Source: an optimization exercise on an open RTL-to-GDS flow (aim: small area and a short achievable clock period). Production flows keep margins and buffers that such runs may drop. Only simulation tests tie the RTL to the original design; equivalence was not proved. No activity file was given, so power comes from the tool's default toggle rates.

## flow/config.mk

```make
export PLATFORM = sky130hd
export DESIGN_NAME = VerilogALU32
export DESIGN_NICKNAME = VerilogALU32
export VERILOG_FILES = /design/flow/design.v
export SDC_FILE = /design/flow/constraint.sdc
export NUM_CORES = 4
export LEC_CHECK = 0
export CAP_MARGIN = 20
export CORE_MARGIN = 2
export CORE_UTILIZATION = 40
export SETUP_SLACK_MARGIN = 0.3
export SLEW_MARGIN = 20
```

## flow/constraint.sdc

```tcl
create_clock -name core_clock -period 5.5 [get_ports {clk}]
set_input_delay 1.1000 -clock core_clock [delete_from_list [all_inputs] [get_ports {clk}]]
set_output_delay 1.1000 -clock core_clock [all_outputs]
set_load 0.01 [all_outputs]
```

## flow/design.v

```verilog
`timescale 1ns / 1ps
module VerilogALU32(
		input clk,
		input reset,
		input en,
		input allow,
		input [5:0] funcSelect,
		input [31:0] dataIn0,
		input [31:0] dataIn1,
		input [31:0] dataIn2,
		input [4:0] c0,
		input [4:0] c1,
		output [31:0] dataOut0,
		output carryOut,		
		output [3:0] exceptionOut,
		output [31:0] dataOut0Pre,
		output carryOutPre,		
		output [3:0] exceptionOutPre		
    );
	reg [31:0] result;
	reg carry;
	reg [3:0] exc;
	wire [31:0] resultPre;
	wire carryPre;
	wire [3:0] excPre;
	assign dataOut0 = result;
	assign carryOut = carry;
	assign exceptionOut = exc;
	assign dataOut0Pre = resultPre,
			 carryOutPre = carryPre,
			 exceptionOutPre = excPre;	
	assign {excPre, carryPre, resultPre} = calculate(funcSelect, dataIn0, dataIn1, dataIn2, c0, c1);			
	always @(posedge clk) begin
		if (allow) begin
			result <= resultPre;
			carry <= carryPre;
			exc <= excPre;
		end;
	end;
	localparam [5:0] logicAnd = 4;
	localparam [5:0] logicOr = 5;
	localparam [5:0] logicXor = 8;
	localparam [5:0] arithAdd = 1;
	localparam [5:0] arithSub = 2;
	localparam [5:0] logicShl = 6;
	localparam [5:0] logicShrl = 7;
	localparam [5:0] arithShra = 3;
	function [(4+1+31):0] calculate(
		input [5:0] funcSel,
		input [31:0] in0,
		input [31:0] in1,
		input [31:0] in2,
		input [4:0] c0,
		input [4:0] c1);
		reg [32:0] tempResult;	
		reg ov;
	begin	
		calculate = 0;
		case (funcSel)
			logicAnd:
				calculate = {4'b0000, 1'b0, in0 & in1};
			logicOr:
				calculate = {4'b0000, 1'b0, in0 | in1};
			logicXor:
				calculate = {4'b0000, 1'b0, in0 ^ in1};			
			arithAdd: begin
				tempResult = {1'b0,in0} + {1'b0,in1};
				calculate[32:0] = tempResult;
				ov = (in0[31] == in1[31]) && (in0[31] != tempResult[31]);
				calculate[36:33] = {3'b0, ov};
			end
			arithSub: begin
				tempResult = {1'b0,in0} - {1'b0,in1};
				calculate[32:0] = tempResult;
				ov = (in0[31] != in1[31]) && (in0[31] != tempResult[31]);
				calculate[36:33] = {3'b0, ov};
			end
			logicShl:
				calculate = {4'b0000, 1'b0, in0 << c0};
			logicShrl:
				calculate = {4'b0000, 1'b0, in0 >> c0};
			arithShra:
				calculate = {4'b0000, 1'b0, in0 >> c0};
			default:  
				calculate = {4'b1000, 1'b0, 31'b0};
		endcase;
	end;		
	endfunction;
endmodule
```

## flow/run.sh

```bash
#!/bin/bash
# synth_recipe.tcl (not shown) runs the flow's synth.tcl, then flattens the netlist and writes it again
# the make line also repeats each setting of config.mk as NAME=value (left out here)
make -C /OpenROAD-flow-scripts/flow DESIGN_CONFIG=/design/flow/config.mk WORK_HOME=/design/flow/orfs CLKGATE_MAP_FILE= SYNTH_SCRIPT=/design/flow/synth_recipe.tcl finish
```

==> flow_summary.toml <==
[run_status]
status = "complete, no violations"

[timing]
setup_ws_ps = 177
finalHoldViolCount = 0
tightest_slew_ps = 886
finalCriticalPeriod_ps = 5320
rsz0062_at_grt = "true"
timing.hold.ws_ps = 1460
max_slew_margin = 0.409
slew_viol_final = 0
max_freq_mhz = 188
min_period_over_period = 0.968
setup_violations = 0

[yosys]
synth_top_area_share = 0.129
syn_avg_cell_area_um2 = 7.56
yosysMostFrequentCell = "nor2_1"
muxShareOfSynthArea = 0.187
syn_area_um2 = 9770
synth.distinct_cells = 78
synthTopCellsByCount = "nor2_1 (135), a21oi_1 (130), inv_1 (113), ha_1 (101), o21ai_0 (85)"
synth_edf_count = 35
ys_warn_count = 1
synth_top_cell_by_area = "ha_1"
synth_xor_area_frac = 0.00359
synth_top_family_by_area = "compound AO/OA/AOI/OAI gates"
synth_seq_cells = 35
synth-compound-area-share = 0.321
synthCells = 1292
synthAdderAreaFrac = 0.133
ys_top_cells_by_area = "ha_1 (13%), edfxtp_1 (11%), mux4_2 (9.2%)"
synthArstFlopShare = 0
synthSimpleGateAreaFrac = 0.157
seq_area_frac_synth = 0.108
synth_ff_type = "edfxtp_1"

[worst_setup_path]
critPathMaxStageDelay_ps = 460
crit_type = "primary input to primary output"
cp_slowest_cell = "a2111oi_4"
critPathLaunchType = "primary input"
worstSetupEndpointType = "primary output"
worst-path-max-fanout = 3
worstPathRequired_ps = 4400
worstPathBufferInverterCount = 4
path_cells = "buf_8 -> ha_4 -> inv_4 -> fa_2 -> nand2b_4 -> a21o_1 -> a21o_1 -> a311o_1 -> a2111oi_4 -> buf_4 -> nor2_4 -> o41a_1 -> o31a_1 -> o21ai_2 -> buf_2"
cpMostUsedCell = "a21o_1"
cp_top_family = "compound AO/OA/AOI/OAI gates"
arrival_ps = 4220

[drt]
via_per_inst = 6.27
vias = 12700
ant_nets = 0
routed_wl_mm = 50.0
post-route-drc-count = 0
drt_iter0_drc = 1563
wl_per_cell_um = 24.6
dr.pass1.iters = 7

[global_route]
grt_use_total = 0.378
grt-ovfl-total = 0
grt_pass1_vias = 11900
grt_pass1_wl_mm = 73.5
antenna_found_initial = 3
grt_start_max_net_pins = 39

[clocking]
cts_sinks = 35
ctsLongestPathBuffers = 2
cts-htree-levels = 2
cts_buffers = 5
cts_tree = "done"
clkSlewWorstSetupHoldPaths_ps = 60
clock-root-buffer = "clkbuf_16"
hold_buffers = 0

[layout]
utilization = 0.615
drive_above_1_share = 0.354
layout.nets = 1925
design_area_um2 = 14900
area_growth_pct = 52.1

[power]
vdd_drop_max_mv = 0.111
power_density_nw_per_um2 = 139
leakage_uw = 0.00669

[place]
io_buffers = 146
dp_hpwl_mm = 39.9
gp_congestion = 1.03
placed_area_um2 = 13800
dpl_worst_slack_ps = -853

[hold_path]
hold_depth = 1
hp-start = "allow"
whs_endpoint = "result[1]"
hold_class = "primary input to flip-flop"

[floorplan]
start_util = 0.404
row_count = 57
die_y_um = 160
coreArea_um2 = 24200
die-area_um2 = 25700
die_w_um = 160
io_pins = 190

[job]
drv_cap = 0
[power breakdown]
part / internal [uW] / switching, uW
Clock: 166 / 131
Combinational: 657 / 776
Sequential: 325 / 5.63
[per-layer routing]
layer  wire length, um  GRT usage  part of all wire  vias to the layer above
met1             21600      0.559              0.43                     6106
li1                  -          -                 -                     5701
met3              6190     0.0927              0.12                      116
met4              1650      0.112             0.033                        2
met5                13          0           0.00026                        -
met2             20500      0.540              0.41                      812
[state kept, by name, summed over array words and instances, names as in the netlist]
name	flops
carry	1
result	32
exc	2
[cells by family after synthesis]
family / count (synthesis)
buffers and inverters: 215
adder cells (fa/ha/maj): 103
flip-flops: 35
AND/OR/NAND/NOR: 341
multiplexers: 130
AO/OA/AOI/OAI: 463
other: 1
XOR/XNOR: 4
[worst max-delay path by stage]
stage                            from               to  slack, ps  cells past startpoint
after CTS                  dataIn1[1]  dataOut0Pre[30]        250                     14
after global placement     dataIn0[0]  dataOut0Pre[20]       -820                     17
after floorplan            dataIn0[0]      carryOutPre        640                     12
final                      dataIn0[0]  dataOut0Pre[30]        180                     15
after detailed placement   dataIn0[0]  dataOut0Pre[24]       -850                     17
after global routing      dataIn0[11]      carryOutPre         70                     15
[metrics by stage]
stage               std cells  power, uW  setup TNS [ps]
finish                   2033       2060               0
global route             2031       2150               0
CTS                      2018       1990               0
detailed placement       1998       1620          -13040
global placement         1998       1620          -12960
floorplan                1295        956               0
[layout by cell type, fill, tap and decap left out, types with 13 or more instances in the layout]
master	netlist	layout
a22oi_1	14	14
ha_1	101	74
mux2i_1	68	66
o22ai_1	18	17
mux2_2	22	22
inv_2	0	25
a221oi_1	19	14
edfxtp_1	35	35
mux4_2	40	40
buf_2	28	14
a211oi_1	23	17
dlygate4sd2_1	0	33
inv_1	113	87
ha_4	0	21
nand3_1	26	25
nand2b_1	16	14
nor2_1	135	132
a21oi_2	0	14
nor3_1	35	29
clkdlybuf4s50_1	0	76
nand2_1	83	82
a222oi_1	13	13
o21ai_0	85	70
a21o_1	22	22
o211ai_1	19	19
a21oi_1	130	113
buf_4	5	344
[what timing repair did]
item | CTS | global route
pin swaps | 38 | 52
buffers inserted | 12 | 13
resized for setup | 221 | 85
endpoints found under the setup margin | 28 | 29
[layout make-up]
class                           count  area [um2]
Sequential cell                    35        1050
Inverter                          115         434
Tap cell                          324         405
Antenna cell                        2        5.00
Fill cell                        2207        9320
Clock buffer                        5         125
Multi-Input combinational cell   1045        8630
Timing Repair Buffer              504        4190
Clock inverter                      3        15.0

## re-timing with driven ports
The results above use ideal ports. As a check the final layout listed here was re-extracted and re-timed, cells and wires unchanged. Step 1 (the two cells are an assumption about what drives the block):
set clk [get_ports {clk}]
set_driving_cell -lib_cell sky130_fd_sc_hd__clkbuf_16 $clk
set_driving_cell -lib_cell sky130_fd_sc_hd__buf_2 [delete_from_list [all_inputs] $clk]
Step 2, shift: input delay + t, output delay - t, t = (earliest + latest rising clock arrival at the registers) / 2. This alone moves slack from input paths to output paths. a / b / c = ideal / step 1 / step 2; a / b = the first two.
t, ns: 0.343
slack for setup (ns): 0.177 / 0.099 / 0.099
worst setup path after step 2: input to output
slew at the worst register clock pin (ns): 0.07 / 0.07
worst data-port slew with drivers (ns): 0.07
After both steps this run still meets setup and hold. For this run, drivers alone change the setup slack by -0.078 ns; drivers and shift together by -0.078 ns.
